This design comes from an exercise in tuning for a short achievable clock period on the open sky130 flow, not from production work.
At most, simulation tests tie the RTL to the original design; equivalence was not proved.
Power and IR drop assume default switching activity.

== trial 79 ==
==> flow/design.v <==
module sync_fifo #(parameter WIDTH=32, ADDR=4) (
  input clk, rst,clr,
  input wr_en,
  input [WIDTH-1:0] wdata,
  input rd_en,
  output reg [WIDTH-1:0] rdata,
  output fifo_empty,
  output reg fifo_full
);
  localparam DEPTH = 1<<ADDR ;
  reg [WIDTH-1:0] mem [0:DEPTH-1];
  reg [DEPTH-1:0] wp, rp;        
  reg [DEPTH-1:1] cnt;           
  reg             emp, nf;       
  reg             ne_o;          
  reg [DEPTH-1:0] wen;           
  assign fifo_empty = ~ne_o;
  wire wa  = wr_en & nf;
  wire ra  = rd_en & ~emp;
  wire inc = wa & ~ra;
  wire dec = ra & ~wa;
  wire [DEPTH:0] c      = {~nf, cnt, emp};
  wire [DEPTH:0] c_up   = {c[DEPTH-1:0], 1'b0};
  wire [DEPTH:0] c_dn   = {1'b0, c[DEPTH:1]};
  wire [DEPTH:0] c_nxt  = inc ? c_up : dec ? c_dn : c;
  wire [DEPTH-1:0] wp_nxt = wa ? {wp[DEPTH-2:0], wp[DEPTH-1]} : wp;
  always @(posedge clk, negedge rst)
    if (~rst) begin
      ne_o       <= 1'b0;
      fifo_full  <= 1'b0;
      emp        <= 1'b1;
      nf         <= 1'b1;
      cnt        <= {(DEPTH-1){1'b0}};
      wp         <= {{(DEPTH-1){1'b0}}, 1'b1};
      rp         <= {{(DEPTH-1){1'b0}}, 1'b1};
      wen        <= {{(DEPTH-1){1'b0}}, 1'b1};
    end else if (clr) begin
      ne_o       <= 1'b0;
      fifo_full  <= 1'b0;
      emp        <= 1'b1;
      nf         <= 1'b1;
      cnt        <= {(DEPTH-1){1'b0}};
      wp         <= {{(DEPTH-1){1'b0}}, 1'b1};
      rp         <= {{(DEPTH-1){1'b0}}, 1'b1};
      wen        <= {{(DEPTH-1){1'b0}}, 1'b1};
    end else begin
      ne_o       <= ~c_nxt[0];
      fifo_full  <= c_nxt[DEPTH];
      emp        <= c_nxt[0];
      nf         <= ~c_nxt[DEPTH];
      cnt        <= c_nxt[DEPTH-1:1];
      wp         <= wp_nxt;
      wen        <= wp_nxt & {DEPTH{~c_nxt[DEPTH]}};
      if (ra) rp <= {rp[DEPTH-2:0], rp[DEPTH-1]};
    end
  integer i;
  always @(posedge clk)
    for (i = 0; i < DEPTH; i = i + 1)
      if (wen[i])
        mem[i] <= wdata;
  reg [WIDTH-1:0] head;
  always @* begin
    head = {WIDTH{1'b0}};
    for (i = 0; i < DEPTH; i = i + 1)
      head = head | (mem[i] & {WIDTH{rp[i]}});
  end
  always @(posedge clk, negedge rst)
    if (~rst)
      rdata <= {WIDTH{1'b0}};
    else if (ra)
      rdata <= head;
endmodule
export LEC_CHECK = 0
export ABC_CLOCK_PERIOD_IN_PS = 1200
export CAP_MARGIN = 20
export CORE_MARGIN = 2
export CORE_UTILIZATION = 60
export CTS_CLUSTER_DIAMETER = 100
export CTS_CLUSTER_SIZE = 25
export SETUP_SLACK_MARGIN = 2.7
export SLEW_MARGIN = 20
create_clock -name core_clock -period 4.0 [get_ports {clk}]
standard.sh (not shown) runs the stock make flow with config.mk's settings and CLKGATE_MAP_FILE= SYNTH_SCRIPT=/design/flow/synth_recipe.tcl, a recipe that flattens the netlist after the stock synthesis.
==> flow/flow/run.sh <==
#!/bin/bash
# Own flow: the standard layout, but the resizer may change a cell's footprint
# (so flip-flops driving ports can be upsized).
set -e
bash standard.sh MATCH_CELL_FOOTPRINT=0 finish > standard.log 2>&1
For trial 90, these inputs were changed with respect to trial 79:
==> flow/run.sh (new file) <==
#!/bin/bash
# synth_recipe.tcl (not shown) runs the flow's synth.tcl, then flattens the netlist and writes it again
# the make line also repeats each setting of config.mk as NAME=value (left out here)
make -C /OpenROAD-flow-scripts/flow DESIGN_CONFIG=/design/flow/config.mk WORK_HOME=/design/flow/orfs CLKGATE_MAP_FILE= SYNTH_SCRIPT=/design/flow/synth_recipe.tcl finish
removed: flow/flow/run.sh
removed: flow/standard.sh
--- outcome ---
- Fraction of final layout cells with drive strength greater than 1 in trial 90 vs trial 79: up 1.5 points
- Cmp trial 79 and trial 90 / first-iteration DRC count / higher: trial 79
- Diff trial 79 -> trial 90: met2 capacity usage during global routing moved up; storage element area level; wire length moved up; sum of internal, switching and leakage power moved up.
No functional check of the RTL was part of any run of this note.

---

Setup of the previous run:
Another version of the RTL of sync_fifo (not shown whole).
Size in the first run: about 610 flip-flops, about 71 I/O pins, about 22000 um^2 of cells after synthesis.
clock: 4.0 ns
lec_check: 0
abc_clock_period_in_ps: 1200
cap_margin: 20
core_margin: 2
core_utilization: 70
cts_cluster_diameter: 60
cts_cluster_size: 25
setup_slack_margin: 2.7
slew_margin: 20
==> flow/flow/run.sh <==
#!/bin/bash
# Own flow: the standard layout (standard.sh), with these changes:
#  - the resizer may change a cell's footprint (MATCH_CELL_FOOTPRINT=0);
#  - before detailed placement, flow/pre_dp.tcl puts each output port's buffer
#    at its port and the flip-flop (and inverter) that drives it next to it.
# The make output goes to standard.log in this folder.
set -e
bash standard.sh MATCH_CELL_FOOTPRINT=0 PRE_DETAIL_PLACE_TCL="$PWD/flow/pre_dp.tcl" finish > standard.log 2>&1
==> flow/flow/pre_dp.tcl <==
# Before detailed placement: put each output port's buffer at the port, and the
# cells that drive it (an inverter, then the flip-flop, when they drive little
# else) right next to it, further into the core, so the register-to-output
# wires are short.  Detailed placement then legalizes the moved cells.
set block [ord::get_db_block]
set core [$block getCoreArea]
set cx0 [$core xMin]; set cy0 [$core yMin]; set cx1 [$core xMax]; set cy1 [$core yMax]
set dbu [$block getDbUnitsPerMicron]
set row [expr {int(2.72 * $dbu)}]
proc clampv {v lo hi} { expr {$v < $lo ? $lo : ($v > $hi ? $hi : $v)} }
proc driver_of {inst} {
  foreach it [$inst getITerms] {
    if {[$it isInputSignal]} {
      set n [$it getNet]
      if {$n eq "NULL" || $n eq ""} { continue }
      foreach it2 [$n getITerms] { if {[$it2 isOutputSignal]} { return [$it2 getInst] } }
    }
  }
  return ""
}
proc out_fanout {inst} {
  foreach it [$inst getITerms] {
    if {[$it isOutputSignal]} {
      set n [$it getNet]
      if {$n eq "NULL" || $n eq ""} { return 99 }
      return [expr {[llength [$n getITerms]] - 1}]
    }
  }
  return 99
}
proc width_of {inst} { [$inst getMaster] getWidth }
set moved 0
foreach bterm [$block getBTerms] {
  if {[$bterm getIoType] ne "OUTPUT"} { continue }
  set net [$bterm getNet]
  set buf ""
  foreach it [$net getITerms] { if {[$it isOutputSignal]} { set buf [$it getInst] } }
  if {$buf eq ""} { continue }
  set bb [$bterm getBBox]
  set px [expr {([$bb xMin] + [$bb xMax]) / 2}]
  set py [expr {([$bb yMin] + [$bb yMax]) / 2}]
  set dx 0; set dy 0
  if {$px <= $cx0} { set dx 1 } elseif {$px >= $cx1} { set dx -1 } elseif {$py <= $cy0} { set dy 1 } else { set dy -1 }
  set m [expr {2 * $dbu}]
  set x [clampv $px [expr {$cx0 + $m}] [expr {$cx1 - [width_of $buf] - $m}]]
  set y [clampv $py [expr {$cy0 + $m}] [expr {$cy1 - $row - $m}]]
  $buf setLocation $x $y
  $buf setPlacementStatus PLACED
  set prev $buf
  # walk back: at most an inverter, then the flip-flop
  for {set k 0} {$k < 2} {incr k} {
    set d [driver_of $prev]
    if {$d eq ""} { break }
    if {[out_fanout $d] > 2} { break }
    set isff [expr {[$d findITerm Q] ne "NULL" && [$d findITerm Q] ne ""}]
    if {$dx == 1} { set x [expr {$x + [width_of $prev]}] } elseif {$dx == -1} { set x [expr {$x - [width_of $d]}] } else { set y [expr {$y + $dy * $row}] }
    set x [clampv $x [expr {$cx0 + $m}] [expr {$cx1 - [width_of $d] - $m}]]
    set y [clampv $y [expr {$cy0 + $m}] [expr {$cy1 - $row - $m}]]
    $d setLocation $x $y
    $d setPlacementStatus PLACED
    incr moved
    if {$isff} { break }
    set prev $d
  }
}
puts "pre_dp: moved $moved cells next to output buffers"
#### Input delta (the current run over the previous run)
# the previous run
export LEC_CHECK = 0
export ABC_CLOCK_PERIOD_IN_PS = 1200
export CAP_MARGIN = 20
export CORE_MARGIN = 2
export CORE_UTILIZATION = 70
export CTS_CLUSTER_DIAMETER = 60
export CTS_CLUSTER_SIZE = 25
export SETUP_SLACK_MARGIN = 2.7
export SLEW_MARGIN = 20
create_clock -name core_clock -period 4.0 [get_ports {clk}]
# the current run
export LEC_CHECK = 0
export ABC_CLOCK_PERIOD_IN_PS = 1200
export CAP_MARGIN = 20
export CORE_MARGIN = 2
export CORE_UTILIZATION = 60
export CTS_CLUSTER_DIAMETER = 60
export CTS_CLUSTER_SIZE = 20
export SETUP_SLACK_MARGIN = 2.7
export SLEW_MARGIN = 20
create_clock -name core_clock -period 4.0 [get_ports {clk}]
-- flow/flow/run.sh --
<<< the previous run, line 4
#  - before detailed placement, flow/pre_dp.tcl puts each output port's buffer
#    at its port and the flip-flop (and inverter) that drives it next to it.
# The make output goes to standard.log in this folder.
>>> the current run, line 4
#  - before detailed placement, flow/pre_dp.tcl puts each output port's buffer
#    at its port and the flip-flop (and inverter) that drives it next to it,
#    and fixes them there.
# The make output goes to standard.log in this folder.
-- flow/flow/pre_dp.tcl --
<<< the previous run, line 3
# else) right next to it, further into the core, so the register-to-output
# wires are short.  Detailed placement then legalizes the moved cells.
set block [ord::get_db_block]
>>> the current run, line 3
# else) right next to it, further into the core, so the register-to-output
# wires are short.  The moved cells are legalized here and then fixed (FIRM),
# so that later legalization steps do not move them away again.
set block [ord::get_db_block]
<<< the previous run, line 32
set moved 0
foreach bterm [$block getBTerms] {
>>> the current run, line 33
set moved 0
set fixed {}
foreach bterm [$block getBTerms] {
<<< the previous run, line 48
  $buf setPlacementStatus PLACED
  set prev $buf
>>> the current run, line 50
  $buf setPlacementStatus PLACED
  lappend fixed $buf
  set prev $buf
<<< the previous run, line 60
    $d setPlacementStatus PLACED
    incr moved
>>> the current run, line 63
    $d setPlacementStatus PLACED
    lappend fixed $d
    incr moved
<<< the previous run, line 65
}
puts "pre_dp: moved $moved cells next to output buffers"
>>> the current run, line 69
}
detailed_placement
foreach inst $fixed { $inst setPlacementStatus FIRM }
puts "pre_dp: moved $moved cells next to output buffers, fixed [llength $fixed] cells"
Results
- | critical path buffer and inverter count | the current run vs the previous run | 1 lower |
- Diff the previous run -> the current run: area share of buffers outside the clock network moved up; clock network contribution to total cell area level; critical path depth moved down.
- Compared with the previous run, the current run shows multi-input logic area that has gone down by a few percent.
- Hold slack of the current run is on par with the previous run.
- Compared with the previous run, the current run shows a power share of the clock group that is 0.3 points higher.

==> what the ideal ports hide <==
How much do the figures lean on ideal ports? The routed layouts below were timed once more, with nothing changed but the port constraints.
Step 1 (the two cells are an assumption about what drives the block):
set clk [get_ports {clk}]
set_driving_cell -lib_cell sky130_fd_sc_hd__clkbuf_16 $clk
set_driving_cell -lib_cell sky130_fd_sc_hd__buf_2 [delete_from_list [all_inputs] $clk]
Step 2 moves the port delays by t, midway between the first and last clock arrival at a register: inputs arrive t later, outputs are due t later. That takes back most of the time a late clock gives input paths.
a / b / c = ideal / step 1 / step 2; a / b = the first two.
run	shift t [ns]	setup WS [ns]	hold WS [ns]
trial 79	0.645	2.022 / 1.964 / 1.937	0.314 / 0.287 / 0.501
trial 90	0.645	2.007 / 1.952 / 1.955	0.273 / 0.249 / 0.583
the previous run	0.597	2.094 / 2.037 / 1.884	0.205 / 0.187 / 0.558
the current run	0.605	2.100 / 2.045 / 1.800	0.206 / 0.190 / 0.468
After both steps setup and hold are still met in every run listed. The setup slack of the current run, which loses most, moves by -0.055 ns with the drivers and by -0.300 ns with both steps.
